What follows belongs to an exercise in optimizing a design on an open flow for small area and a short achievable clock period; a production flow would make more cautious choices.
Function was checked by simulation only, so behaviour that the tests miss may differ from the original.
No activity file was given, so power comes from the tool's default toggle rates.

**flow/design.v**
```verilog
module fulladder (a,b, cin, s, cout);
input bit a, b, cin;
output bit s, cout;
always_comb
begin
	s=a^b^cin;
	cout=(a&b)|((a^b)&cin);
end
endmodule
module nbitfulladder #(parameter N= 8) (a,b, s, cout);
input bit [N-1:0] a,b;
output bit  [N-1:0] s;
output bit cout;
wire [N-1:0] w;
genvar i;
generate
	for(i=0;i<N;i++)
	begin:adder
		if(i==0)
			fulladder m( a[i],b[i],1'b0, s[i],w[i]);
		else if(i==N-1)
			fulladder m(a[i],b[i],w[i-1],s[i], cout);
		else
			fulladder m(a[i],b[i],w[i-1],s[i],w[i]);
	end
endgenerate
endmodule
module twoscomplement #(parameter N =8)(input bit [N-1:0]in,output bit [N-1:0]out);
assign out = (~(in))+1;
endmodule
module mux2_1 #(parameter N=8)(input bit [N-1:0] in_0, input bit [N-1:0] in_1, input bit sel, output bit [N-1:0] out);
assign out = sel?in_1:in_0;
endmodule
module nbitshifter #(parameter BITSHIFT = 15, parameter BITIN =8 , parameter BITOUT=23) (input bit [BITIN-1:0]in, output bit [BITOUT-1:0]out);
assign out = in<<BITSHIFT;
endmodule
module pipelinediv #(parameter DIVIDENDLEN =32, parameter DIVISORLEN=16)(clock,dividend,divisor,quotient,remainder);
localparam DATAPATHLEN = DIVIDENDLEN + DIVISORLEN -1;
localparam REGLEN = DIVISORLEN+DATAPATHLEN+DIVIDENDLEN;
input clock;
input [DIVIDENDLEN-1:0]dividend;
input [DIVISORLEN-1:0]divisor;
output [DIVIDENDLEN-1:0]quotient;
output [DIVISORLEN-1:0]remainder;
wire [DIVIDENDLEN-1:0] q = {DIVIDENDLEN{1'b0}};
reg [REGLEN*(DIVIDENDLEN+1)-1:0] register;
wire [DIVIDENDLEN*DIVIDENDLEN-1:0] w1;   
wire [DATAPATHLEN*DIVIDENDLEN-1:0] w2;   
wire [DIVISORLEN*DIVIDENDLEN-1:0] w3;    
genvar i;
generate
	for (i=0;i<=(DIVIDENDLEN)-1;i=i+1)
	begin:divider
		dividerslice #(((DIVIDENDLEN-1)-i),DIVIDENDLEN,DIVISORLEN) d(register[i*REGLEN+DIVISORLEN +: DATAPATHLEN],register[i*REGLEN +: DIVISORLEN],register[i*REGLEN+DATAPATHLEN+DIVISORLEN +: DIVIDENDLEN],w1[i*DIVIDENDLEN +: DIVIDENDLEN],w2[i*DATAPATHLEN +: DATAPATHLEN],w3[i*DIVISORLEN +: DIVISORLEN]);
	end
	for (i=0;i<=(DIVIDENDLEN);i=i+1)
	begin:stage
		if (i==0)
		begin:first
			always @(posedge clock)
				register[0 +: REGLEN] <= {q,dividend,divisor};
		end
		else
		begin:next
			always @(posedge clock)
				register[i*REGLEN +: REGLEN] <= {w1[(i-1)*DIVIDENDLEN +: DIVIDENDLEN],w2[(i-1)*DATAPATHLEN +: DATAPATHLEN],w3[(i-1)*DIVISORLEN +: DIVISORLEN]};
		end
	end
endgenerate
assign quotient=register[DIVIDENDLEN*REGLEN+DIVISORLEN+DATAPATHLEN +: DIVIDENDLEN];
assign remainder=register[DIVIDENDLEN*REGLEN+DIVISORLEN +: DIVISORLEN];
endmodule
module dividerslice #(parameter SHIFT=5 ,parameter DIVIDENDLEN=16, parameter DIVISORLEN = 8)(din,divin,qin,qout,dout,divout);
localparam DATAPATHLEN = DIVIDENDLEN + DIVISORLEN -1;
input[DATAPATHLEN-1:0]din;
input[DIVISORLEN-1:0]divin;
input[DIVIDENDLEN-1:0]qin;
output [DIVIDENDLEN-1:0] qout;
output [DATAPATHLEN-1:0] dout;
output[DIVISORLEN-1:0] divout;
wire [DATAPATHLEN-1:0] w1;
wire [DATAPATHLEN-1:0] w2;
wire [DATAPATHLEN-1:0] w3;
wire qbit;
nbitshifter #(SHIFT ,DIVISORLEN,DATAPATHLEN) s0(divin,w1);
twoscomplement#(DATAPATHLEN) t0(w1,w2);
nbitfulladder #(DATAPATHLEN) a0(din,w2,w3,qbit);
mux2_1 #(DATAPATHLEN) m0(din,w3,qbit,dout);
generate
	if (SHIFT == DIVIDENDLEN-1)
	begin:top
		if (SHIFT == 0)
			assign qout = qbit;
		else
			assign qout = {qbit, {SHIFT{1'b0}}};
	end
	else
	begin:rest
		if (SHIFT == 0)
			assign qout = {qin[DIVIDENDLEN-1:SHIFT+1], qbit};
		else
			assign qout = {qin[DIVIDENDLEN-1:SHIFT+1], qbit, {SHIFT{1'b0}}};
	end
endgenerate
assign divout = divin;
endmodule
```
**flow/run.sh**
```bash
#!/bin/bash
# synth_recipe.tcl (not shown) runs the flow's synth.tcl, then flattens the netlist and writes it again
# the make line also repeats each setting of config.mk as NAME=value (left out here)
make -C /OpenROAD-flow-scripts/flow DESIGN_CONFIG=/design/flow/config.mk WORK_HOME=/design/flow/orfs CLKGATE_MAP_FILE= SYNTH_SCRIPT=/design/flow/synth_recipe.tcl finish
```
**flow/config.mk**
```make
export PLATFORM = sky130hd
export DESIGN_NAME = pipelinediv
export DESIGN_NICKNAME = pipelinediv
export VERILOG_FILES = /design/flow/design.v
export SDC_FILE = /design/flow/constraint.sdc
export NUM_CORES = 4
export LEC_CHECK = 0
export CAP_MARGIN = 20
export CORE_MARGIN = 2
export CORE_UTILIZATION = 45
export PLACE_DENSITY = 0.6
export SLEW_MARGIN = 20
```
**flow/constraint.sdc**
```tcl
create_clock -name core_clock -period 18.0 [get_ports {clock}]
set_input_delay 3.6000 -clock core_clock [delete_from_list [all_inputs] [get_ports {clock}]]
set_output_delay 3.6000 -clock core_clock [all_outputs]
set_load 0.01 [all_outputs]
```
==> reports/metrics.cfg <==
[status]
status = complete, no violations

[cts]
numClockSinks = 2545
cts-hold-fix-buffers = 0
cts-buffers-inserted = 285
cts_max_path_buffers = 4
clock_insertion_delay_worst_skew_ns = 0.93
htree_levels = 5
clkTransAtPathRegs_ns = 0.06
tritoncts = built
clk_root_buffer_cell = sky130_fd_sc_hd__clkbuf_16

[synth]
parity_gate_share_of_the_synthesized_area_counting_xor_and_xnor_cells_pct = 3.701
synth.lib_cells_used.distinct = 46
synth_enable_flop_cells = 0
synth.area.top_cells = sky130_fd_sc_hd__dfxtp_1 (54%), sky130_fd_sc_hd__fa_1 (20%), sky130_fd_sc_hd__inv_1 (4.2%), sky130_fd_sc_hd__mux2i_1 (4.2%), sky130_fd_sc_hd__o21ai_0 (2.7%)
synth-seq-area-share_pct = 53.83
yosysTopAreaCell = sky130_fd_sc_hd__dfxtp_1
mappedNetlistNets = 9009
compound_cell_area_share_of_the_yosys_netlist_pct = 3.124
adder_cell_share_of_the_synthesized_area_pct = 21.33
synth.area.mux_share_pct = 4.913
synth.cell_area_um2 = 94660
postSynthRegisterBits = 2545
yosys.area_share.simple_pct = 7.766
synth_most_common_cell = sky130_fd_sc_hd__dfxtp_1
synth_top_area_share_pct = 53.83
syn_area_per_cell_um2 = 11.98
async_flop_share_pct = 0
ys_dominant_reg_cell = sky130_fd_sc_hd__dfxtp_1
synth_top_family_by_area = adder cells
synth_cells = 7904
synthTopCellsByCount = sky130_fd_sc_hd__dfxtp_1 (2545), sky130_fd_sc_hd__inv_1 (1064), sky130_fd_sc_hd__fa_1 (930)
yosysWarningCount = 2

[sta]
final.period_utilization_pct = 97.76
worstMarginPinSlew_ns = 1.048
finalCriticalPeriod_ns = 17.60
hold_fails_final_rpt = 0
max_slew_margin_vs_limit_pct = 29.12
report.final.slew_viol_count = 0
finalSetupTns_ns = 0
skew_ns = 0.05756
fmaxAchievable_mhz = 56.83
setup_viol_count_final = 0
grt_setup_unrepaired = true
setup_slack_ns = 0.4040

[layout]
largest_registers = register (2545)
largest_register_ffs = 2545
area_growth_syn_to_layout_pct = 14.70
multiInputGateArea_um2 = 38970
fill_cells = 18250
design.final.nets = 9188
drive_above_1_share_pct = 8.509
seqCellArea_um2 = 50960
biggest_register = register

[floorplanning]
fp.dieH_um = 462.6
floorplan.initialDensity_pct = 45.21
die_width_um = 462.6
placementRows = 168
boundaryPins = 97
core_area_um2 = 209400
die_area_um2 = 214000

[critical_path]
cp_slowest_cell = sky130_fd_sc_hd__fa_1
worstSetupStartpointType = flip-flop
minimum_setup_slack_among_reg_to_reg_paths_ns = 0.40
critical_path_arrival_ns = 18.38
critical_path_class = flip-flop to flip-flop
critical_path_required_ns = 18.79
path_common_cell = sky130_fd_sc_hd__fa_1
timing.critical_path.slowest_cell_delay_ns = 0.44
setup.worst_path.end_class = flip-flop
worst_path_fanout_max = 13

[route]
drtIter0Drc = 2254
detail-route-antenna-nets = 0
detailedRoute.firstPassIterationCount = 6
drc = 0
via_per_inst = 4.661
route.vias.total = 51700
total_wire_length_after_detailed_routing_um = 160800
routed_wire_length_per_instance_um = 14.50

[global_routing]
gr-usage-all-layers_pct = 15.54
grt_antenna_before_repair = 1
grt_pass1_wl_um = 276900
number_of_global_route_vias_before_repair = 55790
gr-total-overflow = 0
pin_count_of_the_biggest_net_entering_global_routing = 68

[power_and_ir_drop]
total_power_w = 0.01659
p_leak_nw = 47.66
pwrdens_nw_per_um2 = 152.8
vdd_ir_drop_max_mv = 0.1162

[job]
drv.max_cap_violation_count = 0

[hold_path]
worst_hold_path_type = flip-flop to flip-flop

[place]
preCtsSetupSlack_ns = -0.7921
place.detailed.hpwl_um = 119300
routabilityCongestion = 0.7911
port_buffers = 96

-- stage by stage --
step           cells  instance area (um2)  utilization (%)  hold slack [ns]
6_report       11090               108600            51.86           0.2765
5_1_grt        11090               108600            51.86           0.2857
4_1_cts        11090               108400            51.79           0.2785
3_5_place_dp   10590                98620            47.11           0.3121
3_3_place_gp   10590                98610            47.10           0.3097
2_1_floorplan   7904                94700                -           0.3096
-- logic make-up (layout without fill, tap and decap cells) --
kind of cell | after synthesis | after routing
other | 0 | 1
DFF | 2545 | 2545
buffers and inverters | 1342 | 1723
and+or+nand+nor | 1542 | 1542
adders and majority gates | 1056 | 1056
muxes | 457 | 457
AOI/OAI and AO/OA | 562 | 562
xor gates and xnor gates | 400 | 400
-- power by group --
| group | switching, W | internal, W | total [W] |
|---|---|---|---|
| logic | 0.00189 | 0.00148 | 0.00336 |
| clock network | 0.00219 | 0.00356 | 0.00575 |
| registers | 0.000600 | 0.00688 | 0.00748 |
| total | 0.00467 | 0.0119 | 0.0166 |
-- path summary, 6_finish.rpt --
path,start,end,cells after the start
worst max-delay path,register[2375]$_DFF_P_,register[2529]$_DFF_P_,45
worst min-delay path,register[603]$_DFF_P_,register[698]$_DFF_P_,0
worst max register to register,register[2375]$_DFF_P_,register[2529]$_DFF_P_,45
worst min register to register,register[603]$_DFF_P_,register[698]$_DFF_P_,0
-- critical path, delay by kind of cell, from the launching register on --
| family | cells | cell delay [ns] |
|---|---|---|
| DFF | 1 | 0.40 |
| adders and majority gates | 41 | 16.30 |
| buffers and inverters | 3 | 0.46 |
| muxes | 1 | 0.29 |
-- layout by cell type, fill, tap and decap left out, drive strengths merged, types with 50 or more instances in the layout --
cell type	count
buf	55
mux2i	396
nor3	152
ha	126
nor4	287
dfxtp	2545
xor2	258
clkbuf	390
or4	50
nor2	233
fa	930
mux2	61
clkdlybuf4s50	96
o21ai	517
xnor2	142
inv	1087
nand2	672
-- cell type report --
| class | count | share of cell area [%] |
|---|---|---|
| well taps | 2805 | 3.233 |
| flip-flops and latches | 2545 | 46.94 |
| inverters | 1082 | 3.743 |
| clock inverters | 99 | 1.225 |
| multi-input cells | 4017 | 35.90 |
| clock buffers | 390 | 7.461 |
| repair buffers | 152 | 1.503 |
| diodes | 1 | 0.002305 |
-- what timing repair did --
action,in CTS,in global routing
resized for setup,74,52
buffers inserted,3,2
endpoints found under the setup margin,169,226
pin swaps,13,16
gates cloned,5,0
-- per-layer routing --
layer  vias to the layer above  wire [um]  GRT usage (%)
li1                      25320          -              -
met5                         -          0              0
met2                       764      82400          27.66
met1                     25210      66920          18.59
met4                         0       5799          6.165
met3                       409       5705          2.696

==> re-timing with driven ports <==
Ports are ideal in the flow. The routed layout listed here was re-timed in OpenROAD. Step 1, drivers: a clkbuf_16 drives clock and a buf_2 each remaining input, both assumed. Step 2 adds t to the input delays and takes it off the output delays; t is the mean of the earliest and latest rising clock arrival at the registers after step 1. Input paths then give back, and output paths get back, about the clock's delay inside the block. Slacks: ideal / step 1 / step 2; pairs: ideal / step 1.
shift t [ns]: 0.974
setup slack, ns: 0.404 / 0.404 / 0.404
worst setup path at the end: register to register
slew at the worst register clock pin (ns): 0.06 / 0.06
After both steps this run still meets setup and hold. The setup slack of this run moves by 0.000 ns with the drivers and by 0.000 ns with both steps.
